Background: an optimization exercise with open tools, aiming at small area. Do not read the settings as production practice. Function was checked by simulation only, so behaviour that the tests miss may differ from the original. No activity file was given, so power comes from the tool's default toggle rates.

## flow/design.v (module list and top-level ports; edited modules follow where they fit)
// module goStickMan: 856 lines
module goStickMan(clk, resetn, go, up, down, plot, x, y, colour, HEX2, HEX1, HEX0);
  // ...
==> flow/flow/run.sh <==
#!/bin/bash
# Own layout flow: the standard ORFS flow (standard.sh) with synthesis and buffering choices:
#  - flow/own.mk is added to the ORFS config: it keeps the half/full adder cells out
#    (DONT_USE_CELLS), so Yosys's adder extraction leaves that logic to ABC; it buffers the
#    ports, and the wires Yosys would leave as assignments, with the smallest buffer cell;
#    and it builds the clock tree from clkbuf_8 cells without dummy loads;
#  - ABC maps with flow/abc_area.script from several random seeds, run in parallel, and the
#    smallest result is kept (flow/own_synth.tcl).
# Registers, floorplan, power grid, placement, clock tree and routing come from the standard
# flow's steps.
set -euo pipefail
here=$(pwd)
cat config.mk flow/own.mk > own_config.mk
sed "s#source \$::env(SCRIPTS_DIR)/synth.tcl#source $here/flow/own_synth.tcl#" synth_recipe.tcl > own_synth_top.tcl
sed -e "s#DESIGN_CONFIG=[^ ]*#DESIGN_CONFIG=$here/own_config.mk#" \
    -e "s#SYNTH_SCRIPT=[^ ]*#SYNTH_SCRIPT=$here/own_synth_top.tcl#" standard.sh > own_standard.sh
export OWN_ABC_SCRIPT=$here/flow/abc_area.script
export OWN_ABC_DIR=$here/abc_runs
export OWN_ABC_SEEDS="1 2 3 4 5 6 7 8 9 10 11 12 13 14 15 16 17 18 19 20 21 22 23 24 25 26 27 28 29 30 31 32 33 34 35 36 37 38 39 40 41 42 43 44 45 46 47 48"
bash own_standard.sh > flow_make.log 2>&1
==> flow/flow/abc_area.script <==
strash
&get -n
&fraig -x
&put
scorr
dc2
strash
&get -n
&deepsyn -J 100 -T 1800 -S @SEED@
&put
strash
&get -n
&dch -f
&nf -a -R 1000 -C 32 -F 8 -A 8 -p
&put
strash
&get -n
&dch -f
&nf -a -R 1000 -C 32 -F 8 -A 8 -p
&put
topo
stime -c
==> flow/flow/own.mk <==
export DONT_USE_CELLS += sky130_fd_sc_hd__ha_1 sky130_fd_sc_hd__fa_1
export BUFFER_PORTS_ARGS = -buffer_cell sky130_fd_sc_hd__buf_1
override export MIN_BUF_CELL_AND_PORTS = sky130_fd_sc_hd__buf_1 A X
export CTS_ARGS = -sink_clustering_enable -repair_clock_nets -buf_list sky130_fd_sc_hd__clkbuf_8 -dont_use_dummy_load
==> flow/flow/own_synth.tcl <==
# ORFS's synth.tcl, read and run unchanged except its ABC call: own_abc runs ABC
# on the same input from several random seeds at once (flow/abc_area.script with
# @SEED@ replaced), and keeps the smallest mapped result.
proc own_abc {abc_args} {
  set dir $::env(OWN_ABC_DIR)
  file mkdir $dir
  set rest [lrange $abc_args 2 end]
  # ABC's read_lib / read_constr lines, as Yosys's abc pass writes them
  set readlib "read_lib"
  set lib ""
  set constr ""
  for {set i 0} {$i < [llength $rest]} {incr i} {
    set a [lindex $rest $i]
    if {$a eq "-dont_use"} { incr i; append readlib " -X \"[lindex $rest $i]\"" }
    if {$a eq "-liberty"} { incr i; set lib [lindex $rest $i] }
    if {$a eq "-constr"} { incr i; set constr [lindex $rest $i] }
  }
  append readlib " -w \"$lib\""
  # 1. write ABC's input network
  design -save own_pre
  set f [open $dir/capture.script w]
  puts $f "write_blif $dir/in.blif"
  puts $f "strash"
  puts $f "map"
  close $f
  abc -script $dir/capture.script {*}$rest
  design -load own_pre
  # 2. the seeds, in parallel
  set tf [open $::env(OWN_ABC_SCRIPT)]
  set template [read $tf]
  close $tf
  if {[info exists ::env(YOSYS_EXE)]} {
    set abcbin [file join [file dirname [file normalize $::env(YOSYS_EXE)]] yosys-abc]
  } else {
    set abcbin [auto_execok yosys-abc]
  }
  set sh [open $dir/run_all.sh w]
  foreach s $::env(OWN_ABC_SEEDS) {
    set f [open $dir/seed_$s.script w]
    puts $f [string map [list @SEED@ $s] $template]
    close $f
    set f [open $dir/run_$s.abc w]
    puts $f "read_blif $dir/in.blif"
    puts $f $readlib
    if {$constr ne ""} { puts $f "read_constr -v \"$constr\"" }
    puts $f "source $dir/seed_$s.script"
    puts $f "write_blif $dir/out_$s.blif"
    puts $f "print_stats"
    close $f
    puts $sh "$abcbin -f $dir/run_$s.abc > $dir/log_$s.txt 2>&1"
  }
  close $sh
  set jobs 8
  if {[info exists ::env(NUM_CORES)]} { set jobs $::env(NUM_CORES) }
  set sh [open $dir/run_par.sh w]
  puts $sh "xargs -P $jobs -I CMD bash -c CMD < $dir/run_all.sh"
  close $sh
  exec bash $dir/run_par.sh
  # 3. the smallest
  set best ""
  set best_area 1e30
  foreach s $::env(OWN_ABC_SEEDS) {
    if {![file exists $dir/out_$s.blif]} continue
    set f [open $dir/log_$s.txt]
    set txt [read $f]
    close $f
    if {[regexp {area =\s*([0-9.]+)} [lindex [regexp -all -inline {area =\s*[0-9.]+} $txt] end] -> area]} {
      puts "own_abc: seed $s area $area"
      if {$area < $best_area} { set best_area $area; set best $s }
    }
  }
  if {$best eq ""} { error "own_abc: no ABC run finished" }
  puts "own_abc: keeping seed $best (area $best_area)"
  # 4. take it in through Yosys's abc pass
  set f [open $dir/take.script w]
  puts $f "read_blif $dir/out_$best.blif"
  close $f
  abc -script $dir/take.script {*}$rest
}
set own_f [open $::env(SCRIPTS_DIR)/synth.tcl]
set own_txt [read $own_f]
close $own_f
set own_old {log_cmd abc {*}$abc_args}
if { [string first $own_old $own_txt] < 0 } { error "own_synth.tcl: ABC call not found in synth.tcl" }
set own_txt [string map [list $own_old {own_abc $abc_args}] $own_txt]
eval $own_txt
==> flow/standard.sh <==
#!/bin/bash
# synth_recipe.tcl (not shown) runs the flow's synth.tcl, then flattens the netlist and writes it again
# the make line also repeats each setting of config.mk as NAME=value (left out here)
make -C /OpenROAD-flow-scripts/flow DESIGN_CONFIG=/design/flow/config.mk WORK_HOME=/design/flow/orfs CLKGATE_MAP_FILE= SYNTH_SCRIPT=/design/flow/synth_recipe.tcl "${@:-finish}"
==> flow/config.mk <==
export PLATFORM = sky130hd
export DESIGN_NAME = goStickMan
export DESIGN_NICKNAME = goStickMan
export VERILOG_FILES = /design/flow/design.v
export SDC_FILE = /design/flow/constraint.sdc
export NUM_CORES = 8
export LEC_CHECK = 0
export ABC_AREA = 1
export CAP_MARGIN = 20
export CORE_MARGIN = 2
export CORE_UTILIZATION = 30
export CTS_BUF_LIST = sky130_fd_sc_hd__clkbuf_8
export GPL_TIMING_DRIVEN = 0
export SLEW_MARGIN = 20
==> flow/constraint.sdc <==
create_clock -name core_clock -period 20.0 [get_ports {clk}]
set_input_delay 4.0000 -clock core_clock [delete_from_list [all_inputs] [get_ports {clk}]]
set_output_delay 4.0000 -clock core_clock [all_outputs]
set_load 0.01 [all_outputs]
==> flow_metrics.env, run 1 <==
export IMPL_outcome="no timing/DRC/antenna violations"
export IMPL_yosys_area_top_type_share_pct=17.2
export IMPL_initial_core_util_pct=30.8
export IMPL_tritoncts_num_sinks=52
export IMPL_grt_met3_usage_pct=5.06
export IMPL_synth_compound_area_share_pct=35.5
export IMPL_timing_reg2reg_worst_path_depth=37
export IMPL_setup_viol_count_final=0
export IMPL_timing_setup_critical_path_class="reg -> reg"
export IMPL_cell_group_occupying_the_most_layout_area="multi-input gates"
export IMPL_global_route_usage_met2_pct=35.8
export IMPL_first_global_vias=7002
export IMPL_synthSimpleGateAreaFrac_pct=39.1
export IMPL_critical_path_startpoint_type="register"
export IMPL_worst_path_dominant_cell_family="simple AND/OR/NAND/NOR gates"
export IMPL_clock_group_uw=60.5
export IMPL_dr_total_vias=7884
export IMPL_drive_above_1_share_pct=1.22
export IMPL_ys_seq_elements=52
export IMPL_power_per_cell_area_nw_per_um2=183
export IMPL_insertedDiodeCount=0
export IMPL_total_power_uw=1170
export IMPL_grt_pass1_wl_um=38800
export IMPL_initial_antenna_violation_count=0
export IMPL_drt_drc_violations_left=0
==> run 2, diff against run 1 <==
==> flow/design.v (replaced) <==
module goStickMan(clk, resetn, go, up, down, plot, x, y, colour, HEX2, HEX1, HEX0);
  input clk;
  input resetn;
  input go, up, down;
  output reg plot;
  output [7:0] x;
  output [6:0] y;
  output [2:0] colour;
  output [6:0] HEX2, HEX1, HEX0;
  localparam P_W = 3'd0, P_E = 3'd1, P_R1 = 3'd2, P_R2 = 3'd3, P_J = 3'd6, P_S = 3'd7;
  localparam PH_PRE = 2'd0, PH_DRAW = 2'd1, PH_PCLR = 2'd3, PH_CLR = 2'd2;
  localparam S_SC = 4'd0, S_SPR = 4'd4, S_SPRE = 4'd5, S_B3 = 4'd11, S_B0 = 4'd8,
             S_PREF = 4'd7, S_PREW = 4'd6;
  reg [2:0] pose;
  reg [1:0] ph;
  reg [3:0] seg;      
  reg [1:0] pass;     
  reg [11:0] score;
  reg [4:0] b;        
  reg [3:0] fl;       
  reg [3:0] lfsr;
  reg [7:0] xr;
  reg [6:0] yr;       
  assign colour = {3{ph[0]}};
  wire game = pose[1];
  wire isW = (pose[1:0] == 2'b00);
  wire isE = (pose[1:0] == 2'b01);
  wire hold = pose[2] & !pose[1];
  wire low = (seg[3:2] == 2'b00);           
  assign x = hold ? (isW ? 8'd48 : 8'd62) : xr;
  assign y = hold ? (isW ? 7'd56 : 7'd48) : yr - 7'd14 - (low ? 7'd48 : 7'd0) - ((seg == S_SPRE) ? 7'd4 : 7'd0);
  wire pclr = (ph == PH_PCLR);
  wire active = !pclr || game;
  wire blkseg = seg[3];
  wire [1:0] bj = seg[1:0];                 
  function [3:0] nib; input [1:0] s; input [11:0] sc;
    nib = (s == 2'd1) ? sc[3:0] : (s == 2'd2) ? sc[7:4] : sc[11:8];
  endfunction
  function [4:0] dbx5; input [1:0] s;       
    dbx5 = (s == 2'd1) ? 5'd24 : (s == 2'd2) ? 5'd18 : 5'd12;
  endfunction
  function [7:0] dbx; input [1:0] s;        
    dbx = (s == 2'd1) ? 8'd152 : (s == 2'd2) ? 8'd146 : 8'd140;
  endfunction
  wire [3:0] nseg = (seg == S_PREF) ? S_SC : (seg == S_PREW) ? S_SPR :
                    (seg == 4'd3) ? (isE ? S_SPRE : S_SPR) :
                    (seg == S_SPR) ? S_B3 : seg[3] ? seg - 4'd1 : seg + 4'd1;
  wire [3:0] dcur = nib(seg[1:0], score);
  wire [3:0] dnext = nib(nseg[1:0], score);
  wire [1:0] sk = {nseg[2], nseg[0]};
  wire [7:0] dbase = dbx(seg[1:0]);
  wire [2:0] col = xr[2:0] - dbase[2:0];
  wire rh_n0 = ~xr[0];
  wire rh_n1 = ~xr[1] & rh_n0;
  wire rh_n2 = ~xr[2] & rh_n1;
  wire rh_n3 = ~xr[3] & rh_n2;
  wire rh_n4 = ~xr[6] & rh_n3;
  wire rh_n5 = ~xr[6] & rh_n0;
  wire rh_n6 = pose[0] ? rh_n5 : rh_n4;
  wire rh_n7 = pose[2];
  wire rh_n8 = ~xr[0] | rh_n7;
  wire rh_n9 = ~xr[2] & rh_n8;
  wire rh_n10 = ~xr[4] & rh_n9;
  wire rh_n11 = ~pose[2];
  wire rh_n12 = ~xr[0] & rh_n11;
  wire rh_n13 = ~xr[1] & rh_n12;
  wire rh_n14 = ~xr[2] | rh_n13;
  wire rh_n15 = ~xr[4] & rh_n14;
  wire rh_n16 = pose[0] ? rh_n15 : rh_n10;
  wire rh_n17 = pose[1] ? rh_n16 : rh_n6;
  wire rh_n18 = xr[1] & rh_n0;
  wire rh_n19 = xr[2] & rh_n18;
  wire rh_n20 = xr[3] ? rh_n2 : rh_n19;
  wire rh_n21 = xr[4] & rh_n20;
  wire rh_n22 = xr[0];
  wire rh_n23 = ~xr[2] & rh_n22;
  wire rh_n24 = ~xr[2];
  wire rh_n25 = xr[3] ? rh_n24 : rh_n23;
  wire rh_n26 = xr[4] | rh_n25;
  wire rh_n27 = xr[5] ? rh_n26 : rh_n21;
  wire rh_n28 = xr[6] & rh_n27;
  wire rh_n29 = xr[1] | rh_n0;
  wire rh_n30 = xr[2] ? rh_n29 : rh_n0;
  wire rh_n31 = ~xr[3] | rh_n30;
  wire rh_n32 = xr[2];
  wire rh_n33 = ~xr[2] | rh_n22;
  wire rh_n34 = xr[3] ? rh_n33 : rh_n32;
  wire rh_n35 = xr[4] ? rh_n34 : rh_n31;
  wire rh_n36 = xr[2] | rh_n0;
  wire rh_n37 = xr[5] ? rh_n36 : rh_n35;
  wire rh_n38 = ~xr[6] | rh_n37;
  wire rh_n39 = pose[0] ? rh_n38 : rh_n28;
  wire rh_n40 = xr[0] | rh_n11;
  wire rh_n41 = ~xr[1] | rh_n40;
  wire rh_n42 = ~xr[2] | rh_n41;
  wire rh_n43 = xr[4] ? rh_n41 : rh_n42;
  wire rh_n44 = ~xr[0] | rh_n11;
  wire rh_n45 = xr[1] ? rh_n44 : rh_n22;
  wire rh_n46 = xr[1] ? rh_n0 : rh_n44;
  wire rh_n47 = xr[4] ? rh_n46 : rh_n45;
  wire rh_n48 = pose[0] ? rh_n47 : rh_n43;
  wire rh_n49 = pose[1] ? rh_n48 : rh_n39;
  wire rh_n50 = ~xr[1] | rh_n0;
  wire rh_n51 = ~xr[2] | rh_n50;
  wire rh_n52 = xr[1] | rh_n22;
  wire rh_n53 = xr[2] | rh_n52;
  wire rh_n54 = xr[3] ? rh_n53 : rh_n51;
  wire rh_n55 = ~xr[4] | rh_n54;
  wire rh_n56 = xr[3] ? rh_n51 : rh_n36;
  wire rh_n57 = ~xr[4] & rh_n56;
  wire rh_n58 = xr[5] ? rh_n57 : rh_n55;
  wire rh_n59 = ~xr[6] | rh_n58;
  wire rh_n60 = xr[1] ? rh_n22 : rh_n0;
  wire rh_n61 = ~xr[1];
  wire rh_n62 = xr[2] ? rh_n61 : rh_n60;
  wire rh_n63 = ~xr[3] | rh_n62;
  wire rh_n64 = xr[4] ? rh_n34 : rh_n63;
  wire rh_n65 = xr[2] | rh_n60;
  wire rh_n66 = xr[5] ? rh_n65 : rh_n64;
  wire rh_n67 = ~xr[6] | rh_n66;
  wire rh_n68 = pose[0] ? rh_n67 : rh_n59;
  wire rh_n69 = xr[1] ? rh_n12 : rh_n8;
  wire rh_n70 = xr[2] & rh_n69;
  wire rh_n71 = xr[1] ? rh_n22 : rh_n12;
  wire rh_n72 = xr[4] ? rh_n71 : rh_n70;
  wire rh_n73 = ~xr[0] & rh_n7;
  wire rh_n74 = xr[1] ? rh_n73 : rh_n0;
  wire rh_n75 = xr[0] ? rh_n7 : rh_n11;
  wire rh_n76 = xr[1] ? rh_n0 : rh_n75;
  wire rh_n77 = xr[4] ? rh_n76 : rh_n74;
  wire rh_n78 = pose[0] ? rh_n77 : rh_n72;
  wire rh_n79 = pose[1] ? rh_n78 : rh_n68;
  wire rh_n80 = ~xr[1] | rh_n22;
  wire rh_n81 = ~xr[2] | rh_n80;
  wire rh_n82 = xr[2] ? rh_n22 : rh_n61;
  wire rh_n83 = xr[3] ? rh_n82 : rh_n81;
  wire rh_n84 = ~xr[4] | rh_n83;
  wire rh_n85 = ~xr[3] | rh_n32;
  wire rh_n86 = xr[4] | rh_n85;
  wire rh_n87 = xr[5] ? rh_n86 : rh_n84;
  wire rh_n88 = ~xr[6] | rh_n87;
  wire rh_n89 = xr[2] & rh_n0;
  wire rh_n90 = xr[3] ? rh_n89 : rh_n23;
  wire rh_n91 = xr[4] & rh_n90;
  wire rh_n92 = xr[5] ? rh_n2 : rh_n91;
  wire rh_n93 = xr[6] & rh_n92;
  wire rh_n94 = pose[0] ? rh_n93 : rh_n88;
  wire rh_n95 = xr[1] | rh_n73;
  wire rh_n96 = ~xr[2] | rh_n95;
  wire rh_n97 = xr[1] ? rh_n0 : rh_n22;
  wire rh_n98 = xr[4] ? rh_n97 : rh_n96;
  wire rh_n99 = xr[0] & rh_n11;
  wire rh_n100 = xr[1] ? rh_n75 : rh_n99;
  wire rh_n101 = xr[0] ? rh_n11 : rh_n7;
  wire rh_n102 = xr[1] ? rh_n22 : rh_n101;
  wire rh_n103 = xr[4] ? rh_n102 : rh_n100;
  wire rh_n104 = pose[0] ? rh_n103 : rh_n98;
  wire rh_n105 = pose[1] ? rh_n104 : rh_n94;
  wire rh_n106 = ~xr[1] & rh_n22;
  wire rh_n107 = xr[1];
  wire rh_n108 = xr[2] ? rh_n107 : rh_n106;
  wire rh_n109 = xr[3] ? rh_n108 : rh_n51;
  wire rh_n110 = xr[4] | rh_n109;
  wire rh_n111 = xr[2] ? rh_n107 : rh_n52;
  wire rh_n112 = xr[3] ? rh_n81 : rh_n111;
  wire rh_n113 = xr[4] | rh_n112;
  wire rh_n114 = xr[5] ? rh_n113 : rh_n110;
  wire rh_n115 = ~xr[6] | rh_n114;
  wire rh_n116 = ~xr[5] | rh_n53;
  wire rh_n117 = ~xr[6] | rh_n116;
  wire rh_n118 = pose[0] ? rh_n117 : rh_n115;
  wire rh_n119 = xr[1] ? rh_n7 : rh_n40;
  wire rh_n120 = ~xr[2] | rh_n119;
  wire rh_n121 = xr[1] | rh_n7;
  wire rh_n122 = xr[4] ? rh_n121 : rh_n120;
  wire rh_n123 = xr[1] | rh_n8;
  wire rh_n124 = xr[0] | rh_n7;
  wire rh_n125 = xr[1] | rh_n124;
  wire rh_n126 = xr[4] ? rh_n125 : rh_n123;
  wire rh_n127 = pose[0] ? rh_n126 : rh_n122;
  wire rh_n128 = pose[1] ? rh_n127 : rh_n118;
  wire rh_n129 = xr[3] ? rh_n33 : rh_n36;
  wire rh_n130 = ~xr[4] | rh_n129;
  wire rh_n131 = xr[5] | rh_n130;
  wire rh_n132 = ~xr[6] | rh_n131;
  wire rh_n133 = pose[0] & rh_n132;
  wire rh_n134 = ~xr[2] | rh_n11;
  wire rh_n135 = xr[4] ? rh_n11 : rh_n134;
  wire rh_n136 = xr[4] | rh_n123;
  wire rh_n137 = pose[0] ? rh_n136 : rh_n135;
  wire rh_n138 = pose[1] ? rh_n137 : rh_n133;
  wire rh_n139 = xr[3] | rh_n81;
  wire rh_n140 = xr[1] & rh_n22;
  wire rh_n141 = ~xr[2] | rh_n140;
  wire rh_n142 = xr[3] ? rh_n141 : rh_n81;
  wire rh_n143 = ~xr[2] | rh_n52;
  wire rh_n144 = xr[3] | rh_n143;
  wire rh_n145 = xr[4] ? rh_n144 : rh_n142;
  wire rh_n146 = xr[3] ? rh_n143 : rh_n81;
  wire rh_n147 = xr[4] | rh_n146;
  wire rh_n148 = xr[5] ? rh_n147 : rh_n145;
  wire rh_n149 = xr[6] ? rh_n148 : rh_n139;
  wire rh_n150 = ~xr[3] | rh_n53;
  wire rh_n151 = xr[2] | rh_n22;
  wire rh_n152 = xr[3] ? rh_n33 : rh_n151;
  wire rh_n153 = xr[4] ? rh_n152 : rh_n150;
  wire rh_n154 = xr[5] | rh_n153;
  wire rh_n155 = ~xr[6] | rh_n154;
  wire rh_n156 = pose[0] ? rh_n155 : rh_n149;
  wire rh_n157 = pose[1] | rh_n156;
  wire rh_n158 = xr[3] ? rh_n32 : rh_n19;
  wire rh_n159 = xr[2] ? rh_n18 : rh_n1;
  wire rh_n160 = xr[2] & rh_n50;
  wire rh_n161 = xr[3] ? rh_n160 : rh_n159;
  wire rh_n162 = xr[2] & rh_n1;
  wire rh_n163 = xr[3] ? rh_n89 : rh_n162;
  wire rh_n164 = xr[4] ? rh_n163 : rh_n161;
  wire rh_n165 = xr[3] ? rh_n162 : rh_n19;
  wire rh_n166 = ~xr[4] & rh_n165;
  wire rh_n167 = xr[5] ? rh_n166 : rh_n164;
  wire rh_n168 = xr[6] ? rh_n167 : rh_n158;
  wire rh_n169 = ~pose[0] & rh_n168;
  wire rh_n170 = ~pose[1] & rh_n169;
  wire rh_n171 = xr[3] & rh_n2;
  wire rh_n172 = ~xr[2] & rh_n0;
  wire rh_n173 = xr[3] ? rh_n89 : rh_n172;
  wire rh_n174 = xr[4] ? rh_n173 : rh_n171;
  wire rh_n175 = ~xr[5] & rh_n174;
  wire rh_n176 = xr[6] & rh_n175;
  wire rh_n177 = pose[0] & rh_n176;
  wire rh_n178 = ~pose[1] & rh_n177;
  wire rh_n179 = xr[2] & rh_n52;
  wire rh_n180 = xr[4] ? rh_n61 : rh_n179;
  wire rh_n181 = xr[1] ? rh_n11 : rh_n99;
  wire rh_n182 = xr[2] & rh_n181;
  wire rh_n183 = ~xr[1] & rh_n11;
  wire rh_n184 = xr[4] ? rh_n183 : rh_n182;
  wire rh_n185 = pose[0] ? rh_n184 : rh_n180;
  wire rh_n186 = pose[1] & rh_n185;
  wire rh_n187 = ~xr[2] & rh_n140;
  wire rh_n188 = xr[3] & rh_n187;
  wire rh_n189 = ~xr[4] & rh_n188;
  wire rh_n190 = ~xr[5] & rh_n189;
  wire rh_n191 = xr[6] & rh_n190;
  wire rh_n192 = pose[0] & rh_n191;
  wire rh_n193 = xr[4] ? rh_n18 : rh_n162;
  wire rh_n194 = xr[2] & rh_n13;
  wire rh_n195 = xr[1] & rh_n12;
  wire rh_n196 = xr[4] ? rh_n195 : rh_n194;
  wire rh_n197 = pose[0] ? rh_n196 : rh_n193;
  wire rh_n198 = pose[1] ? rh_n197 : rh_n192;
  wire rh_n199 = xr[2] ? rh_n1 : rh_n18;
  wire rh_n200 = ~xr[3] | rh_n199;
  wire rh_n201 = xr[2] ? rh_n1 : rh_n22;
  wire rh_n202 = xr[2] | rh_n61;
  wire rh_n203 = xr[3] ? rh_n202 : rh_n201;
  wire rh_n204 = xr[4] ? rh_n203 : rh_n200;
  wire rh_n205 = xr[5] | rh_n204;
  wire rh_n206 = ~xr[6] | rh_n205;
  wire rh_n207 = pose[0] & rh_n206;
  wire rh_n208 = pose[1] ? rh_n197 : rh_n207;
  wire rh_n209 = xr[3] & rh_n106;
  wire rh_n210 = xr[2] ? rh_n22 : rh_n0;
  wire rh_n211 = xr[2] ? rh_n0 : rh_n107;
  wire rh_n212 = xr[3] ? rh_n211 : rh_n210;
  wire rh_n213 = xr[4] ? rh_n212 : rh_n209;
  wire rh_n214 = ~xr[5] & rh_n213;
  wire rh_n215 = xr[6] ? rh_n214 : rh_n0;
  wire rh_n216 = pose[0] & rh_n215;
  wire rh_n217 = pose[1] ? rh_n197 : rh_n216;
  wire rh_n218 = xr[2] ? rh_n107 : rh_n1;
  wire rh_n219 = xr[3] & rh_n218;
  wire rh_n220 = xr[4] ? rh_n212 : rh_n219;
  wire rh_n221 = ~xr[5] & rh_n220;
  wire rh_n222 = xr[6] ? rh_n221 : rh_n0;
  wire rh_n223 = pose[0] & rh_n222;
  wire rh_n224 = pose[1] ? rh_n197 : rh_n223;
  wire rh_n225 = xr[1] ? rh_n7 : rh_n75;
  wire rh_n226 = xr[2] & rh_n225;
  wire rh_n227 = xr[1] ? rh_n12 : rh_n7;
  wire rh_n228 = xr[4] ? rh_n227 : rh_n226;
  wire rh_n229 = xr[4] & rh_n195;
  wire rh_n230 = pose[0] ? rh_n229 : rh_n228;
  wire rh_n231 = pose[1] ? rh_n230 : rh_n223;
  wire rh_n232 = ~xr[2] | rh_n1;
  wire rh_n233 = xr[3] ? rh_n2 : rh_n232;
  wire rh_n234 = ~xr[4] | rh_n233;
  wire rh_n235 = xr[2] ? rh_n61 : rh_n1;
  wire rh_n236 = xr[3] & rh_n235;
  wire rh_n237 = xr[4] | rh_n236;
  wire rh_n238 = xr[5] ? rh_n237 : rh_n234;
  wire rh_n239 = ~xr[6] | rh_n238;
  wire rh_n240 = pose[0] ? rh_n222 : rh_n239;
  wire rh_n241 = xr[1] ? rh_n40 : rh_n99;
  wire rh_n242 = xr[2] & rh_n241;
  wire rh_n243 = xr[4] ? rh_n183 : rh_n242;
  wire rh_n244 = pose[0] ? rh_n184 : rh_n243;
  wire rh_n245 = pose[1] ? rh_n244 : rh_n240;
  wire rh_n246 = xr[2] | rh_n107;
  wire rh_n247 = xr[3] ? rh_n246 : rh_n159;
  wire rh_n248 = xr[3] ? rh_n51 : rh_n2;
  wire rh_n249 = xr[2] & rh_n60;
  wire rh_n250 = xr[3] ? rh_n32 : rh_n249;
  wire rh_n251 = xr[4] ? rh_n250 : rh_n248;
  wire rh_n252 = xr[2] ? rh_n80 : rh_n29;
  wire rh_n253 = xr[2] ? rh_n50 : rh_n106;
  wire rh_n254 = xr[3] ? rh_n253 : rh_n252;
  wire rh_n255 = xr[4] | rh_n254;
  wire rh_n256 = xr[5] ? rh_n255 : rh_n251;
  wire rh_n257 = xr[6] ? rh_n256 : rh_n247;
  wire rh_n258 = xr[3] | rh_n53;
  wire rh_n259 = xr[3] ? rh_n246 : rh_n210;
  wire rh_n260 = xr[4] ? rh_n259 : rh_n258;
  wire rh_n261 = xr[5] | rh_n260;
  wire rh_n262 = xr[6] ? rh_n261 : rh_n0;
  wire rh_n263 = pose[0] ? rh_n262 : rh_n257;
  wire rh_n264 = xr[2] & rh_n140;
  wire rh_n265 = ~xr[4] & rh_n264;
  wire rh_n266 = xr[1] & rh_n99;
  wire rh_n267 = xr[2] & rh_n266;
  wire rh_n268 = ~xr[4] & rh_n267;
  wire rh_n269 = pose[0] ? rh_n268 : rh_n265;
  wire rh_n270 = pose[1] ? rh_n269 : rh_n263;
  wire rh_n271 = xr[3] ? rh_n32 : rh_n89;
  wire rh_n272 = xr[4] ? rh_n271 : rh_n248;
  wire rh_n273 = xr[2] ? rh_n50 : rh_n29;
  wire rh_n274 = xr[2] ? rh_n50 : rh_n107;
  wire rh_n275 = xr[3] ? rh_n274 : rh_n273;
  wire rh_n276 = xr[4] | rh_n275;
  wire rh_n277 = xr[5] ? rh_n276 : rh_n272;
  wire rh_n278 = xr[6] ? rh_n277 : rh_n247;
  wire rh_n279 = xr[3] ? rh_n218 : rh_n32;
  wire rh_n280 = xr[4] ? rh_n212 : rh_n279;
  wire rh_n281 = ~xr[5] & rh_n280;
  wire rh_n282 = xr[6] ? rh_n281 : rh_n0;
  wire rh_n283 = pose[0] ? rh_n282 : rh_n278;
  wire rh_n284 = xr[1] ? rh_n124 : rh_n7;
  wire rh_n285 = xr[2] & rh_n284;
  wire rh_n286 = xr[1] ? rh_n73 : rh_n7;
  wire rh_n287 = xr[4] ? rh_n286 : rh_n285;
  wire rh_n288 = pose[0] ? rh_n268 : rh_n287;
  wire rh_n289 = pose[1] ? rh_n288 : rh_n283;
  wire rh_n290 = xr[2] & rh_n61;
  wire rh_n291 = xr[3] ? rh_n32 : rh_n290;
  wire rh_n292 = xr[4] ? rh_n291 : rh_n248;
  wire rh_n293 = xr[5] ? rh_n276 : rh_n292;
  wire rh_n294 = xr[6] ? rh_n293 : rh_n247;
  wire rh_n295 = pose[0] ? rh_n282 : rh_n294;
  wire rh_n296 = pose[1] ? rh_n269 : rh_n295;
  wire rh_n297 = xr[3] ? rh_n246 : rh_n273;
  wire rh_n298 = ~xr[3] | rh_n51;
  wire rh_n299 = xr[3] ? rh_n32 : rh_n162;
  wire rh_n300 = xr[4] ? rh_n299 : rh_n298;
  wire rh_n301 = xr[5] ? rh_n276 : rh_n300;
  wire rh_n302 = xr[6] ? rh_n301 : rh_n297;
  wire rh_n303 = pose[0] ? rh_n282 : rh_n302;
  wire rh_n304 = xr[0] & rh_n7;
  wire rh_n305 = xr[1] | rh_n304;
  wire rh_n306 = xr[2] & rh_n305;
  wire rh_n307 = xr[4] ? rh_n61 : rh_n306;
  wire rh_n308 = xr[1] & rh_n11;
  wire rh_n309 = xr[2] & rh_n308;
  wire rh_n310 = xr[4] ? rh_n13 : rh_n309;
  wire rh_n311 = pose[0] ? rh_n310 : rh_n307;
  wire rh_n312 = pose[1] ? rh_n311 : rh_n303;
  wire rh_n313 = xr[2] ? rh_n50 : rh_n1;
  wire rh_n314 = xr[3] ? rh_n246 : rh_n313;
  wire rh_n315 = xr[3] ? rh_n51 : rh_n32;
  wire rh_n316 = xr[4] ? rh_n291 : rh_n315;
  wire rh_n317 = xr[2] | rh_n29;
  wire rh_n318 = xr[3] ? rh_n51 : rh_n317;
  wire rh_n319 = xr[4] | rh_n318;
  wire rh_n320 = xr[5] ? rh_n319 : rh_n316;
  wire rh_n321 = xr[6] ? rh_n320 : rh_n314;
  wire rh_n322 = pose[0] ? rh_n282 : rh_n321;
  wire rh_n323 = xr[1] ? rh_n22 : rh_n99;
  wire rh_n324 = xr[2] & rh_n323;
  wire rh_n325 = ~xr[1] & rh_n99;
  wire rh_n326 = xr[4] ? rh_n325 : rh_n324;
  wire rh_n327 = xr[2] & rh_n99;
  wire rh_n328 = xr[4] ? rh_n325 : rh_n327;
  wire rh_n329 = pose[0] ? rh_n328 : rh_n326;
  wire rh_n330 = pose[1] ? rh_n329 : rh_n322;
  wire rh_n331 = ~xr[2] & rh_n107;
  wire rh_n332 = xr[3] ? rh_n331 : rh_n313;
  wire rh_n333 = ~xr[2] | rh_n61;
  wire rh_n334 = xr[3] ? rh_n333 : rh_n317;
  wire rh_n335 = xr[4] | rh_n334;
  wire rh_n336 = xr[5] ? rh_n335 : rh_n316;
  wire rh_n337 = xr[6] ? rh_n336 : rh_n332;
  wire rh_n338 = ~xr[3] | rh_n218;
  wire rh_n339 = xr[4] ? rh_n158 : rh_n338;
  wire rh_n340 = xr[5] | rh_n339;
  wire rh_n341 = ~xr[6] | rh_n340;
  wire rh_n342 = pose[0] ? rh_n341 : rh_n337;
  wire rh_n343 = xr[4] ? rh_n18 : rh_n249;
  wire rh_n344 = pose[0] ? rh_n328 : rh_n343;
  wire rh_n345 = pose[1] ? rh_n344 : rh_n342;
  wire rh_n346 = xr[4] ? rh_n32 : rh_n315;
  wire rh_n347 = xr[3] | rh_n32;
  wire rh_n348 = xr[4] | rh_n347;
  wire rh_n349 = xr[5] ? rh_n348 : rh_n346;
  wire rh_n350 = xr[6] ? rh_n349 : rh_n314;
  wire rh_n351 = ~pose[0] & rh_n350;
  wire rh_n352 = xr[2] ? rh_n140 : rh_n22;
  wire rh_n353 = xr[4] ? rh_n140 : rh_n352;
  wire rh_n354 = pose[0] ? rh_n328 : rh_n353;
  wire rh_n355 = pose[1] ? rh_n354 : rh_n351;
  wire rh_n356 = ~xr[4] & rh_n352;
  wire rh_n357 = pose[0] ? rh_n328 : rh_n356;
  wire rh_n358 = pose[1] & rh_n357;
  wire rh_n359 = xr[2] & rh_n80;
  wire rh_n360 = ~xr[4] & rh_n359;
  wire rh_n361 = pose[0] ? rh_n328 : rh_n360;
  wire rh_n362 = pose[1] & rh_n361;
  wire rh_n363 = xr[2] & rh_n107;
  wire rh_n364 = ~xr[4] & rh_n363;
  wire rh_n365 = ~xr[1] & rh_n7;
  wire rh_n366 = xr[4] ? rh_n365 : rh_n306;
  wire rh_n367 = pose[0] ? rh_n366 : rh_n364;
  wire rh_n368 = pose[1] & rh_n367;
  wire rh_n369 = xr[4] | rh_n338;
  wire rh_n370 = ~xr[2] & rh_n50;
  wire rh_n371 = xr[5] ? rh_n370 : rh_n369;
  wire rh_n372 = ~xr[6] | rh_n371;
  wire rh_n373 = xr[4] ? rh_n1 : rh_n264;
  wire rh_n374 = xr[1] ? rh_n99 : rh_n0;
  wire rh_n375 = xr[2] & rh_n374;
  wire rh_n376 = xr[4] ? rh_n18 : rh_n375;
  wire rh_n377 = pose[0] ? rh_n376 : rh_n373;
  wire rh_n378 = pose[1] ? rh_n377 : rh_n372;
  wire rh_n379 = xr[3] ? rh_n89 : rh_n24;
  wire rh_n380 = xr[4] ? rh_n379 : rh_n279;
  wire rh_n381 = xr[5] ? rh_n187 : rh_n380;
  wire rh_n382 = xr[6] ? rh_n381 : rh_n0;
  wire rh_n383 = pose[0] ? rh_n376 : rh_n265;
  wire rh_n384 = pose[1] ? rh_n383 : rh_n382;
  wire rh_n385 = xr[5] ? rh_n32 : rh_n380;
  wire rh_n386 = xr[6] ? rh_n385 : rh_n0;
  wire rh_n387 = pose[0] & rh_n193;
  wire rh_n388 = pose[1] ? rh_n387 : rh_n386;
  wire rh_n389 = xr[4] ? rh_n1 : rh_n363;
  wire rh_n390 = xr[1] ? rh_n12 : rh_n0;
  wire rh_n391 = xr[2] & rh_n390;
  wire rh_n392 = xr[1] ? rh_n0 : rh_n12;
  wire rh_n393 = xr[4] ? rh_n392 : rh_n391;
  wire rh_n394 = pose[0] ? rh_n393 : rh_n389;
  wire rh_n395 = pose[1] ? rh_n394 : rh_n386;
  wire rh_n396 = ~xr[1] & rh_n8;
  wire rh_n397 = xr[4] ? rh_n396 : rh_n306;
  wire rh_n398 = pose[0] & rh_n397;
  wire rh_n399 = pose[1] ? rh_n398 : rh_n382;
  wire rh_n400 = xr[4] | rh_n279;
  wire rh_n401 = xr[5] ? rh_n370 : rh_n400;
  wire rh_n402 = xr[6] ? rh_n401 : rh_n0;
  wire rh_n403 = xr[2] & rh_n22;
  wire rh_n404 = xr[4] ? rh_n61 : rh_n403;
  wire rh_n405 = xr[1] & rh_n40;
  wire rh_n406 = xr[2] & rh_n405;
  wire rh_n407 = xr[4] ? rh_n325 : rh_n406;
  wire rh_n408 = pose[0] ? rh_n407 : rh_n404;
  wire rh_n409 = pose[1] ? rh_n408 : rh_n402;
  wire rh_n410 = xr[3] ? rh_n32 : rh_n24;
  wire rh_n411 = xr[4] ? rh_n410 : rh_n279;
  wire rh_n412 = ~xr[5] & rh_n411;
  wire rh_n413 = xr[6] ? rh_n412 : rh_n0;
  wire rh_n414 = xr[4] & rh_n18;
  wire rh_n415 = xr[4] ? rh_n125 : rh_n363;
  wire rh_n416 = pose[0] ? rh_n415 : rh_n414;
  wire rh_n417 = pose[1] ? rh_n416 : rh_n413;
  wire rh_n418 = ~xr[3] & rh_n32;
  wire rh_n419 = xr[4] ? rh_n410 : rh_n418;
  wire rh_n420 = ~xr[5] & rh_n419;
  wire rh_n421 = xr[6] ? rh_n420 : rh_n0;
  wire rh_n422 = xr[4] ? rh_n140 : rh_n32;
  wire rh_n423 = xr[1] ? rh_n40 : rh_n304;
  wire rh_n424 = xr[2] & rh_n423;
  wire rh_n425 = xr[4] ? rh_n325 : rh_n424;
  wire rh_n426 = pose[0] ? rh_n425 : rh_n422;
  wire rh_n427 = pose[1] ? rh_n426 : rh_n421;
  wire rh_n428 = xr[4] ? rh_n325 : rh_n264;
  wire rh_n429 = pose[0] & rh_n428;
  wire rh_n430 = pose[1] ? rh_n429 : rh_n421;
  wire rh_n431 = xr[4] ? rh_n107 : rh_n22;
  wire rh_n432 = xr[1] ? rh_n0 : rh_n11;
  wire rh_n433 = xr[4] ? rh_n325 : rh_n432;
  wire rh_n434 = pose[0] ? rh_n433 : rh_n431;
  wire rh_n435 = pose[1] ? rh_n434 : rh_n421;
  wire rh_n436 = ~xr[4] & rh_n61;
  wire rh_n437 = pose[0] & rh_n436;
  wire rh_n438 = ~pose[0] | rh_n61;
  wire [38:0] rh = {1'b0, rh_n438, rh_n437, rh_n435, rh_n430, rh_n427, rh_n417, rh_n409, rh_n399, rh_n395, rh_n388, rh_n384, rh_n378, rh_n368, rh_n362, rh_n358, rh_n355, rh_n345, rh_n330, rh_n312, rh_n296, rh_n289, rh_n270, rh_n245, rh_n231, rh_n224, rh_n217, rh_n208, rh_n198, rh_n186, rh_n178, rh_n170, rh_n157, rh_n138, rh_n128, rh_n105, rh_n79, rh_n49, rh_n17};
  wire rs_n0 = ~xr[2];
  wire rs_n1 = xr[1] & rs_n0;
  wire rs_n2 = ~xr[4] & rs_n1;
  wire rs_n3 = xr[2];
  wire rs_n4 = ~xr[0] | rs_n3;
  wire rs_n5 = xr[1] | rs_n4;
  wire rs_n6 = ~xr[3] | rs_n5;
  wire rs_n7 = ~xr[4] | rs_n6;
  wire rs_n8 = ~xr[1];
  wire rs_n9 = xr[1];
  wire rs_n10 = xr[0] & rs_n3;
  wire rs_n11 = xr[1] | rs_n10;
  wire rs_n12 = xr[0] & rs_n0;
  wire rs_n13 = xr[1] | rs_n12;
  wire rs_n14 = xr[3] ? rs_n13 : rs_n11;
  wire rs_n15 = xr[4] ? rs_n14 : rs_n9;
  wire rs_n16 = xr[3] | rs_n11;
  wire rs_n17 = ~xr[4] | rs_n16;
  wire rs_n18 = xr[0];
  wire rs_n19 = xr[1] ? rs_n3 : rs_n18;
  wire rs_n20 = xr[3] ? rs_n9 : rs_n11;
  wire rs_n21 = xr[4] ? rs_n20 : rs_n19;
  wire [31:0] rs = {1'b0, 1'b0, 1'b0, 1'b0, 1'b0, 1'b0, 1'b0, 1'b0, 1'b0, 1'b0, 1'b0, 1'b0, 1'b0, 1'b0, rs_n21, rs_n17, rs_n15, 1'b1, 1'b0, 1'b0, 1'b0, 1'b0, 1'b0, 1'b0, rs_n9, rs_n8, 1'b0, 1'b1, 1'b0, 1'b0, rs_n7, rs_n2};
  wire rd_n0 = ~col[2];
  wire rd_n1 = pass[0];
  wire rd_n2 = dcur[0] & rd_n1;
  wire rd_n3 = ~dcur[3] & rd_n2;
  wire rd_n4 = ~dcur[1] & rd_n3;
  wire rd_n5 = ~dcur[2] & rd_n4;
  wire rd_n6 = col[1] ? rd_n5 : rd_n0;
  wire rd_n7 = dcur[0];
  wire rd_n8 = ~dcur[3] & rd_n7;
  wire rd_n9 = ~pass[1];
  wire rd_n10 = ~pass[0] & rd_n9;
  wire rd_n11 = dcur[0] & rd_n10;
  wire rd_n12 = dcur[1] ? rd_n11 : rd_n8;
  wire rd_n13 = ~dcur[2] & rd_n12;
  wire rd_n14 = ~col[1] & rd_n13;
  wire rd_n15 = col[0] ? rd_n14 : rd_n6;
  wire rd_n16 = dcur[1] & rd_n7;
  wire rd_n17 = dcur[2] & rd_n16;
  wire rd_n18 = dcur[1] & rd_n11;
  wire rd_n19 = dcur[2] ? rd_n16 : rd_n18;
  wire rd_n20 = col[1] ? rd_n19 : rd_n17;
  wire rd_n21 = ~dcur[1] | rd_n7;
  wire rd_n22 = ~dcur[0];
  wire rd_n23 = dcur[1] & rd_n22;
  wire rd_n24 = dcur[2] ? rd_n23 : rd_n21;
  wire rd_n25 = ~col[1] & rd_n24;
  wire rd_n26 = col[0] ? rd_n25 : rd_n20;
  wire rd_n27 = ~dcur[1] | rd_n22;
  wire rd_n28 = ~dcur[2] | rd_n27;
  wire rd_n29 = pass[1];
  wire rd_n30 = pass[0] | rd_n29;
  wire rd_n31 = ~dcur[0] | rd_n30;
  wire rd_n32 = ~dcur[1] | rd_n31;
  wire rd_n33 = dcur[2] ? rd_n27 : rd_n32;
  wire rd_n34 = col[1] ? rd_n33 : rd_n28;
  wire rd_n35 = dcur[2] ? rd_n21 : rd_n23;
  wire rd_n36 = col[1] | rd_n35;
  wire rd_n37 = col[0] ? rd_n36 : rd_n34;
  wire rd_n38 = dcur[1] | rd_n7;
  wire rd_n39 = ~dcur[2] | rd_n38;
  wire rd_n40 = col[1] ? rd_n39 : rd_n28;
  wire rd_n41 = col[0] ? rd_n39 : rd_n40;
  wire rd_n42 = col[1] & rd_n19;
  wire rd_n43 = ~col[1] & rd_n17;
  wire rd_n44 = col[0] ? rd_n43 : rd_n42;
  wire rd_n45 = ~col[1] | rd_n33;
  wire rd_n46 = col[1] | rd_n28;
  wire rd_n47 = col[0] ? rd_n46 : rd_n45;
  wire rd_n48 = ~col[2] | rd_n7;
  wire rd_n49 = dcur[1] ? rd_n7 : rd_n48;
  wire rd_n50 = dcur[2] & rd_n49;
  wire rd_n51 = dcur[2] ? rd_n38 : rd_n32;
  wire rd_n52 = col[1] ? rd_n51 : rd_n50;
  wire rd_n53 = dcur[3] | rd_n22;
  wire rd_n54 = dcur[1] | rd_n53;
  wire rd_n55 = dcur[2] ? rd_n38 : rd_n54;
  wire rd_n56 = dcur[2] | rd_n54;
  wire rd_n57 = col[1] ? rd_n56 : rd_n55;
  wire rd_n58 = col[0] ? rd_n57 : rd_n52;
  wire rd_n59 = dcur[1] | rd_n0;
  wire rd_n60 = ~dcur[2] | rd_n59;
  wire rd_n61 = ~dcur[1] & rd_n8;
  wire rd_n62 = ~dcur[2] & rd_n61;
  wire rd_n63 = col[1] ? rd_n62 : rd_n60;
  wire rd_n64 = ~dcur[1] & rd_n22;
  wire rd_n65 = dcur[2] & rd_n64;
  wire rd_n66 = col[1] ? rd_n65 : rd_n62;
  wire rd_n67 = col[0] ? rd_n66 : rd_n63;
  wire rd_n68 = col[2];
  wire rd_n69 = ~dcur[1] | rd_n68;
  wire rd_n70 = dcur[1] ? rd_n48 : rd_n0;
  wire rd_n71 = dcur[2] ? rd_n70 : rd_n69;
  wire rd_n72 = col[1] ? rd_n62 : rd_n71;
  wire rd_n73 = col[1] & rd_n65;
  wire rd_n74 = col[0] ? rd_n73 : rd_n72;
  wire rd_n75 = dcur[2] ? rd_n0 : rd_n69;
  wire rd_n76 = col[1] ? rd_n62 : rd_n75;
  wire rd_n77 = col[0] ? rd_n73 : rd_n76;
  wire rd_n78 = ~dcur[3] | rd_n7;
  wire rd_n79 = col[2] & rd_n22;
  wire rd_n80 = dcur[1] ? rd_n79 : rd_n78;
  wire rd_n81 = dcur[2] ? rd_n0 : rd_n80;
  wire rd_n82 = dcur[3] ? rd_n22 : rd_n7;
  wire rd_n83 = dcur[1] ? rd_n7 : rd_n82;
  wire rd_n84 = dcur[1] ? rd_n22 : rd_n7;
  wire rd_n85 = dcur[2] ? rd_n84 : rd_n83;
  wire rd_n86 = col[1] ? rd_n85 : rd_n81;
  wire rd_n87 = dcur[3] & rd_n22;
  wire rd_n88 = ~dcur[1] & rd_n87;
  wire rd_n89 = dcur[2] ? rd_n38 : rd_n88;
  wire rd_n90 = dcur[1] ? rd_n7 : rd_n87;
  wire rd_n91 = dcur[2] | rd_n90;
  wire rd_n92 = col[1] ? rd_n91 : rd_n89;
  wire rd_n93 = col[0] ? rd_n92 : rd_n86;
  wire rd_n94 = ~dcur[3] | rd_n22;
  wire rd_n95 = col[2] | rd_n94;
  wire rd_n96 = col[2] & rd_n7;
  wire rd_n97 = dcur[1] ? rd_n96 : rd_n95;
  wire rd_n98 = dcur[1] | rd_n68;
  wire rd_n99 = dcur[2] ? rd_n98 : rd_n97;
  wire rd_n100 = ~dcur[1] & rd_n7;
  wire rd_n101 = dcur[2] ? rd_n16 : rd_n100;
  wire rd_n102 = col[1] ? rd_n101 : rd_n99;
  wire rd_n103 = dcur[3] & rd_n7;
  wire rd_n104 = ~dcur[1] & rd_n103;
  wire rd_n105 = ~dcur[2] & rd_n104;
  wire rd_n106 = dcur[1] ? rd_n22 : rd_n103;
  wire rd_n107 = dcur[2] ? rd_n64 : rd_n106;
  wire rd_n108 = col[1] ? rd_n107 : rd_n105;
  wire rd_n109 = col[0] ? rd_n108 : rd_n102;
  wire rd_n110 = dcur[1] ? rd_n22 : rd_n8;
  wire rd_n111 = dcur[2] ? rd_n16 : rd_n110;
  wire rd_n112 = col[1] ? rd_n111 : rd_n99;
  wire rd_n113 = col[0] ? rd_n73 : rd_n112;
  wire rd_n114 = dcur[2] ? rd_n16 : rd_n61;
  wire rd_n115 = col[1] ? rd_n114 : rd_n99;
  wire rd_n116 = ~dcur[2] & rd_n23;
  wire rd_n117 = col[1] ? rd_n65 : rd_n116;
  wire rd_n118 = col[0] ? rd_n117 : rd_n115;
  wire rd_n119 = ~dcur[2];
  wire rd_n120 = col[1] ? rd_n114 : rd_n119;
  wire rd_n121 = col[0] ? rd_n73 : rd_n120;
  wire [31:0] rd = {1'b0, rd_n121, rd_n118, rd_n113, rd_n109, rd_n93, rd_n77, rd_n74, rd_n67, rd_n58, 1'b0, 1'b0, 1'b0, 1'b0, 1'b0, 1'b0, 1'b0, 1'b0, 1'b0, 1'b0, 1'b0, 1'b0, 1'b0, 1'b0, 1'b0, 1'b1, rd_n47, rd_n44, rd_n41, rd_n37, rd_n26, rd_n15};
  wire st_n0 = ~sk[1];
  wire st_n1 = pose[1] | st_n0;
  wire st_n2 = ~pose[1] | st_n0;
  wire st_n3 = pose[2] | st_n2;
  wire st_n4 = pose[0] ? st_n3 : st_n1;
  wire st_n5 = sk[1];
  wire st_n6 = ~pose[1] & st_n5;
  wire st_n7 = pose[2] ? st_n5 : st_n6;
  wire st_n8 = pose[0] ? st_n6 : st_n7;
  wire st_n9 = pose[1] & st_n5;
  wire st_n10 = pose[2] & st_n9;
  wire st_n11 = pose[0] ? st_n10 : st_n7;
  wire st_n12 = ~pose[2] | st_n2;
  wire st_n13 = pose[0] ? st_n3 : st_n12;
  wire st_n14 = ~pose[2] & st_n9;
  wire st_n15 = pose[0] ? st_n5 : st_n14;
  wire st_n16 = pose[2] ? st_n1 : st_n0;
  wire st_n17 = pose[0] ? st_n16 : st_n1;
  wire st_n18 = pose[0] ? st_n2 : st_n0;
  wire st_n19 = ~pose[0] | st_n1;
  wire [14:0] st = {st_n0, st_n6, st_n6, st_n19, st_n0, st_n18, st_n9, st_n17, 1'b1, 1'b0, st_n15, st_n13, st_n11, st_n8, st_n4};
  wire ds_n0 = ~dnext[0];
  wire ds_n1 = ~dnext[1] | ds_n0;
  wire ds_n2 = dnext[2] | ds_n1;
  wire ds_n3 = dnext[0];
  wire ds_n4 = dnext[3] ? ds_n3 : ds_n2;
  wire ds_n5 = dnext[3] & ds_n0;
  wire ds_n6 = dnext[1] & ds_n3;
  wire ds_n7 = dnext[2] ? ds_n3 : ds_n6;
  wire ds_n8 = dnext[3] ? ds_n0 : ds_n7;
  wire ds_n9 = ~dnext[1];
  wire ds_n10 = dnext[1] ? ds_n0 : ds_n3;
  wire ds_n11 = dnext[2] ? ds_n10 : ds_n9;
  wire ds_n12 = dnext[3] ? ds_n3 : ds_n11;
  wire ds_n13 = dnext[1] | ds_n3;
  wire ds_n14 = dnext[2] ? ds_n13 : ds_n1;
  wire ds_n15 = dnext[3] | ds_n14;
  wire ds_n16 = ~dnext[1] & ds_n0;
  wire ds_n17 = dnext[2] ? ds_n10 : ds_n16;
  wire ds_n18 = dnext[3] ? ds_n3 : ds_n17;
  wire ds_n19 = dnext[1] ? ds_n3 : ds_n0;
  wire ds_n20 = dnext[2] ? ds_n19 : ds_n13;
  wire ds_n21 = dnext[3] ? ds_n0 : ds_n20;
  wire ds_n22 = dnext[1] & ds_n0;
  wire ds_n23 = ~dnext[2] & ds_n22;
  wire ds_n24 = ~dnext[3] & ds_n23;
  wire ds_n25 = dnext[2] ? ds_n6 : ds_n3;
  wire ds_n26 = ~dnext[3] & ds_n25;
  wire [11:0] ds = {ds_n5, ds_n26, ds_n24, 1'b1, 1'b0, ds_n21, ds_n18, ds_n15, ds_n12, ds_n8, ds_n5, ds_n4};
  wire df_n0 = ~dcur[0];
  wire df_n1 = dcur[3] | df_n0;
  wire df_n2 = dcur[0];
  wire df_n3 = dcur[1] ? df_n2 : df_n1;
  wire df_n4 = dcur[1] ? df_n0 : df_n2;
  wire df_n5 = dcur[2] ? df_n4 : df_n3;
  wire df_n6 = ~dcur[3] & df_n2;
  wire df_n7 = dcur[1] ? df_n0 : df_n6;
  wire df_n8 = ~dcur[1] & df_n0;
  wire df_n9 = dcur[2] ? df_n8 : df_n7;
  wire df_n10 = ~dcur[2] | df_n4;
  wire df_n11 = ~dcur[1] & df_n6;
  wire df_n12 = ~dcur[2] & df_n11;
  wire df_n13 = dcur[1] | df_n1;
  wire df_n14 = dcur[2] | df_n13;
  wire [9:0] df = {df_n14, df_n12, df_n12, 1'b1, 1'b0, 1'b1, 1'b0, df_n10, df_n9, df_n5};
  function [6:0] seg7;
    input [3:0] i;
    reg seg7_t_n0, seg7_t_n1, seg7_t_n2, seg7_t_n3, seg7_t_n4, seg7_t_n5, seg7_t_n6, seg7_t_n7, seg7_t_n8, seg7_t_n9, seg7_t_n10, seg7_t_n11, seg7_t_n12, seg7_t_n13, seg7_t_n14, seg7_t_n15, seg7_t_n16, seg7_t_n17;
    begin
      seg7_t_n0 = i[2];
      seg7_t_n1 = ~i[1] & seg7_t_n0;
      seg7_t_n2 = ~i[3];
      seg7_t_n3 = ~i[2] & seg7_t_n2;
      seg7_t_n4 = ~i[1] & seg7_t_n3;
      seg7_t_n5 = i[0] ? seg7_t_n4 : seg7_t_n1;
      seg7_t_n6 = i[1] & seg7_t_n0;
      seg7_t_n7 = i[0] ? seg7_t_n1 : seg7_t_n6;
      seg7_t_n8 = ~i[2];
      seg7_t_n9 = i[1] & seg7_t_n8;
      seg7_t_n10 = ~i[0] & seg7_t_n9;
      seg7_t_n11 = i[1] ? seg7_t_n0 : seg7_t_n8;
      seg7_t_n12 = i[0] ? seg7_t_n11 : seg7_t_n1;
      seg7_t_n13 = i[0] | seg7_t_n1;
      seg7_t_n14 = i[1] | seg7_t_n3;
      seg7_t_n15 = i[0] ? seg7_t_n14 : seg7_t_n9;
      seg7_t_n16 = i[1] ? seg7_t_n0 : seg7_t_n3;
      seg7_t_n17 = i[0] ? seg7_t_n16 : seg7_t_n4;
      seg7 = {seg7_t_n17, seg7_t_n15, seg7_t_n13, seg7_t_n12, seg7_t_n10, seg7_t_n7, seg7_t_n5};
    end
  endfunction
  wire fe_w = !xr[0] & !xr[1] & !xr[6] & yr[0] & !yr[3];
  wire fe_e = xr[5] & yr[0] & !yr[2] & !yr[3] & !yr[4];
  reg [38:0] t;
  always @(*) begin
    if (!low) t = rh;
    else if (seg[1:0] == 2'd0) t = {rh[38:32], rs};
    else t = {rh[38:32], rd};
  end
  wire [29:0] m = t[38:9];
  wire [2:0] dxn = t[8:6];
  wire [4:0] ytn = t[5:1];
  wire last = t[0];
  wire [29:0] thermo = ~(30'h3fffffff << yr[4:0]);
  wire [29:0] below = m & thermo;
  reg [29:0] above;
  reg [4:0] rn;
  integer k;
  always @(*) begin
    above[29] = 1'b0;
    for (k = 28; k >= 0; k = k - 1) above[k] = above[k+1] | below[k+1];
    rn = 5'd0;
    for (k = 0; k < 30; k = k + 1) if (below[k] & !above[k]) rn = rn | k;
  end
  wire any = above[0] | below[0];
  wire end_scan = !any & last;
  wire col_end = (xr[2:0] == {b[1:0], 1'b0});
  wire row_end = (yr[3:0] == (fl[bj] ? 4'd6 : 4'd15));
  wire wrap = low && (seg[1:0] != 2'd0) && (pass != 2'd2);
  wire seg_end = (seg == S_PREF) || (seg == S_PREW) || (blkseg ? (col_end & row_end) : (end_scan & !wrap));
  wire frame_end = (seg == S_SPR && isW && fe_w) ||
                   (seg == S_SPRE && fe_e) ||
                   (seg == S_B0 && row_end && xr[2:0] == {b[1:0], 1'b1});
  wire [2:0] dcol = seg_end ? ds[11:9] : (pass == 2'd0) ? 3'd1 : df[9:7];
  wire [4:0] dxs = dbx5(seg_end ? nseg[1:0] : seg[1:0]) + {2'b00, dcol};
  wire bstep = pclr || (blkseg && !seg_end);
  wire b3 = seg_end && (nseg == S_B3);
  reg [7:0] kx;
  always @(*) begin
    if (bstep) kx = col_end ? 8'd4 : -8'd1;
    else if (b3) kx = 8'd124;
    else if (seg_end) kx = -8'd36;
    else if (any) kx = 8'd0;
    else kx = -{5'd0, dxn};
  end
  wire [7:0] xs = (b3 ? {2'b00, b, 1'b0} : xr) + kx;
  reg [7:0] nx; reg [6:0] ny; reg [1:0] npass;
  always @(*) begin
    npass = pass; nx = xs;
    if (pclr && !game) begin  
      nx = 8'd48; ny = 7'd70;
    end else if (bstep) ny = col_end ? yr - 7'd1 : yr;    
    else if (seg_end) begin
      if (!nseg[3] && !nseg[2] && nseg[1:0] != 2'd0) begin  
        nx = {3'b100, dxs}; ny = ds[8:2]; npass = ds[1:0];
      end else if (!nseg[3]) begin nx = st[14:7]; ny = st[6:0]; end
      else ny = fl[nseg[1:0]] ? 7'd68 : 7'd93;
    end else if (end_scan) begin  
      npass = pass + 2'd1;
      nx = {3'b100, dxs}; ny = (pass == 2'd0) ? 7'd86 : df[6:0];
    end else ny = {2'b10, any ? rn : ytn};
  end
  wire collide = game & (ph == PH_CLR) & (b >= 5'd4) & (b <= 5'd9) & (fl[0] ? (pose != P_S) : (pose != P_J));
  reg [2:0] npose; reg [1:0] nph; reg [3:0] nsg;
  always @(*) begin
    npose = pose; nph = ph;
    nsg = (active && seg_end) ? nseg : seg;
    case (ph)
      PH_PRE: begin nph = PH_DRAW; nsg = isW ? S_PREW : S_PREF; end
      PH_DRAW: begin
        if (frame_end) begin
          if (!isW || go) begin nph = PH_PCLR; if (isW) npose = P_W; end
          else begin npose = P_W | 3'd4; nsg = S_PREW; end
        end
      end
      PH_PCLR: begin
        nsg = isW ? S_PREW : S_PREF;
        if (isW) begin if (!go) nph = PH_CLR; end
        else if (isE) begin if (go) nph = PH_CLR; end
        else if (col_end && yr == (fl[0] ? 7'd62 : 7'd87)) nph = PH_CLR;
      end
      default: begin  
        if (isE) begin
          if (frame_end) begin
            if (!go) begin npose = P_W; nph = PH_PRE; end
            else begin npose = P_E | 3'd4; nsg = S_PREF; end
          end
        end else if (frame_end) begin
          nph = PH_PRE;
          if (isW) npose = P_R1;
          else if (collide) npose = P_E;
          else if (up) npose = P_J;
          else if (down) npose = P_S;
          else if (pose == P_R1) npose = P_R2;
          else npose = P_R1;
        end
      end
    endcase
  end
  always @(posedge clk) begin
    if (!resetn) begin
      pose <= P_W; ph <= PH_PRE;
    end else begin
      pose <= npose; ph <= nph;
    end
    seg <= nsg;
    xr <= nx; yr <= ny; pass <= npass;
  end
  always @(posedge clk) begin
    if (!resetn) plot <= 1'b0;
    else plot <= (ph == PH_DRAW) | (ph == PH_CLR) | (ph == PH_PCLR && isW);
  end
  wire score_inc = game & (ph == PH_CLR) & frame_end & !collide & (b < 5'd3);
  always @(posedge clk) begin
    if (!resetn || (isW && ph == PH_DRAW)) score <= 12'd0;
    else if (score_inc) begin
      score[3:0] <= score[3:0] + 4'd1;
      if (score[3:0] == 4'd9) begin score[7:4] <= score[7:4] + 4'd1; score[3:0] <= 4'd0; end
      if (score[7:4] == 4'd9) begin score[7:4] <= 4'd0; score[11:8] <= score[11:8] + 4'd1; end
      if (score[11:8] == 4'd9) score[11:8] <= 4'd0;
    end
  end
  wire brst = !resetn || (isW && (ph == PH_PRE || ph == PH_DRAW));
  always @(posedge clk) begin
    if (brst) begin
      b <= 5'd25; fl <= 4'b1010; lfsr <= 4'd0;
    end else begin
      lfsr <= {lfsr[2:0], ~(lfsr[3] ^ lfsr[2])};
      if (game && ph == PH_PRE) begin
        if (b < 5'd3) begin b <= b + 5'd17; fl <= {lfsr[0], fl[3:1]}; end
        else b <= b - 5'd3;
      end
    end
  end
  assign HEX0 = seg7(score[3:0]);
  assign HEX1 = seg7(score[7:4]);
  assign HEX2 = seg7(score[11:8]);
endmodule
==> flow_metrics.env, run 2 <==
export IMPL_synthSimpleGateAreaFrac_pct=39.5
export IMPL_largest_reg_flops=12
export IMPL_regToRegStartpoint="seg[0]$_DFF_P_"
export IMPL_fillers=2087
export IMPL_irDropWorstVdd_uv=63.7
export IMPL_yosysMostFrequentCell="nor2_1"
export IMPL_syn_avg_cell_area_um2=6.39
export IMPL_post_cts_buffers=0
export IMPL_setup_repair_after_global_routing_missed_its_margin="no"
export IMPL_fin_tns_setup_ns=0
export IMPL_critical_path_buf_inv_count=2
export IMPL_number_of_vias_per_cell=6.26
export IMPL_synth_top_family_by_area="simple AND/OR/NAND/NOR gates"
export IMPL_max_cap_violations=0
export IMPL_yosys_area_share_xor_xnor_pct=4.70
export IMPL_worst_setup_path_start="seg[0]$_DFF_P_"
export IMPL_critical_path_most_common_cell="nor2_1"
export IMPL_drt_iter0_markers=1370
export IMPL_setup_viol_count_final=0
export IMPL_fp_coreArea_um2=18800
export IMPL_global_route_overflow_total=0
export IMPL_antenna_left=0
export IMPL_detailedRoute_firstPassIterationCount=6
export IMPL_drive_above_1_share_pct=1.67
export IMPL_initial_antenna_violation_count=0
export IMPL_crit_path_max_incr_delay_ns=0.92
export IMPL_insertedDiodeCount=0
export IMPL_max_flop_register="score"
export IMPL_synth_yosys_warnings=1
export IMPL_post_cts_repair_resize_count=0
export IMPL_synth_adder_area_share_pct=0
export IMPL_dr_total_vias=7632
export IMPL_drt_drc_violations_left=0
export IMPL_port_buffers=44
export IMPL_tritoncts_num_sinks=52
export IMPL_fmax_mhz=87.2
export IMPL_synth_top_cell_by_area="dfxtp_1"
export IMPL_synth_edf_count=2
export IMPL_floorplan_die_area_um2=20400
export IMPL_cts_made_buffers=5
export IMPL_yosysSeqAreaShare_pct=18.4
export IMPL_boundaryPins=45
export IMPL_worst_path_dominant_cell_family="simple AND/OR/NAND/NOR gates"
export IMPL_worst_slew_pin_slew_ns=1.03
export IMPL_final_min_clock_period_ns=11.46
export IMPL_power_per_cell_area_nw_per_um2=170
export IMPL_max_slew_headroom_pct=29.4
export IMPL_place_hpwl_um=18000
export IMPL_area_growth_syn_to_layout_pct=10.8
export IMPL_final_setup_skew_ns=0.0203
export IMPL_worst_setup_hold_path_clk_slew_ns=0.10
export IMPL_final_max_slew_viol_count=0
export IMPL_grt_usage_pct=23.5
export IMPL_num_nets_final=967
export IMPL_yosys_top_cells_area="dfxtp_1 17%, nor2_1 9.4%, nand2_1 7.9%"
export IMPL_outcome="no timing/DRC/antenna violations"
export IMPL_synth_mux_area_fraction_pct=1.58
export IMPL_leakage_power_of_the_design_uw=0.00216
export IMPL_timing_setup_critical_path_class="reg -> reg"
export IMPL_die_height_um=143
export IMPL_clock_latency_at_the_later_pin_of_the_worst_skew_pair_ns=0.32
export IMPL_hold_removal_path_class="reg -> reg"
export IMPL_finalCritPeriodShare_pct=57.3
export IMPL_first_global_vias=7032
export IMPL_critical_path_startpoint_type="register"
export IMPL_timing_hold_worst_start="lfsr[1]$_SDFF_PP0_"
export IMPL_timing_critical_path_fanout_max=17
export IMPL_synth_compound_area_share_pct=34.8
export IMPL_route_detailed_wl_per_inst_um=20.0
export IMPL_initial_core_util_pct=30.7
export IMPL_die_w_um=143
export IMPL_htree_num_levels=2
export IMPL_place_congestion=1.03
export IMPL_synth_top_cells_by_count="144 x nor2_1, 122 x nand2_1, 86 x o21ai_0"
export IMPL_synthArstFlopShare_pct=0
export IMPL_synth_top_flop_cell="dfxtp_1"
export IMPL_grt_pass1_wl_um=38300
export IMPL_synthesis_instances=905
export IMPL_finish_utilization_pct=34.0
export IMPL_placementRows=50
export IMPL_postRouteWirelength_um=24400
export IMPL_mostFrequentLayoutCells="143 x nor2_1, 122 x nand2_1, 86 x o21ai_0"
export IMPL_synthesis_nets=910
export IMPL_ctsLongestPathBuffers=2
export IMPL_pin_count_of_the_biggest_net_entering_global_routing=41
export IMPL_worst_path_max_delay_cell="a2111oi_0"
export IMPL_ys_seq_elements=52
export IMPL_hold_viol=0
export IMPL_yosys_area_top_type_share_pct=17.3
export IMPL_cts_root_buf="clkbuf_8"
export IMPL_worst_endpoint_arrival_ns=11.69
export IMPL_post_synth_num_cell_types=59
export IMPL_setup_worst_path_end_class="register"
export IMPL_hold_buffers=0
export IMPL_post_synth_instance_area_um2=5780
export IMPL_largestRegisters="score: 12 flops, xr: 8 flops, yr: 7 flops"
export IMPL_tritoncts="built"
export IMPL_layout_commonest_cell="nor2_1"
export IMPL_required_ns=20.22
==> run 2: changes by cell type in the layout (fill, tap and decap cells not counted), moves of 8 or more <==
cell	delta
clkinv_1	-13
nor2_1	-10
a21oi_1	-10
o211ai_1	-8
xnor2_1	+10
nand3_1	-12
nand2b_1	-8
==> run 2: power breakdown <==
part | internal [uW] | switching (uW)
sequential | 127 | 89.2
combinational | 278 | 535
clock | 22.7 | 34.2
==> run 2: per-layer routing <==
metal	routed length, um	global-route usage (%)	up-vias
met4	1190	11.2	0
met1	10200	31.4	3474
met5	0	0	-
li1	-	-	3534
met3	2470	3.22	101
met2	10600	37.3	523
==> run 2: kinds of logic after synthesis <==
kind of cell | Yosys count
buffers and inverters | 16
muxes | 9
DFF | 52
and+or+nand+nor | 481
AOI/OAI and AO/OA | 316
xor gates and xnor gates | 31
==> run 2: stage by stage <==
step / hold WS, ns / instances / power, uW / setup WS, ns / instance area, um2
floorplan: 0.414 / 905 / 737 / 10.98 / 5780
global placement: 0.449 / 1209 / 992 / 8.15 / 6270
detailed placement: 0.439 / 1213 / 988 / 8.21 / 6320
CTS: 0.477 / 1218 / 1050 / 8.15 / 6390
global route: 0.492 / 1220 / 1160 / 7.79 / 6400
finish: 0.462 / 1220 / 1090 / 8.54 / 6400
==> run 2: path summary, 6_finish.rpt <==
kind | to | slack, ns | cells past startpoint
hold / removal | lfsr[2]$_SDFF_PP0_ | 0.46 | 1
hold reg to reg | lfsr[2]$_SDFF_PP0_ | 0.46 | 1
setup reg to reg | xr[7]$_SDFF_PP0_ | 8.54 | 41
setup / recovery | xr[7]$_SDFF_PP0_ | 8.54 | 41
==> run 2: layout make-up <==
type                            count  area [um2]  area share [%]
Buffer                              3        11.3           0.176
Clock buffer                        5        68.8            1.08
Inverter                           13        48.8           0.762
Multi-Input combinational cell    837        4660            72.8
Sequential cell                    52        1070            16.7
Tap cell                          260         325            5.08
Timing Repair Buffer               50         220            3.44

static timing again, ports no longer ideal:
The results above use ideal ports. As a check the final layouts listed here were re-extracted and re-timed, cells and wires unchanged. Step 1: set_driving_cell puts a clkbuf_16 on clk and a buf_2 on each other input, an assumption about the parent block. Step 2 adds t to the input delays and takes it off the output delays; t is the mean of the earliest and latest rising clock arrival at the registers after step 1. Input paths then give back, and output paths get back, about the clock's delay inside the block. a / b / c = no drivers / after step 1 / after step 2; a / b = the first two.
run	shift t [ns]	slack for setup (ns)	worst setup path at the end	pins driven straight from the clock port
run 1	0.363	9.845 / 9.845 / 9.845	register to register	1
run 2	0.342	8.535 / 8.535 / 8.535	register to register	1
After both steps every run listed still meets setup and hold.
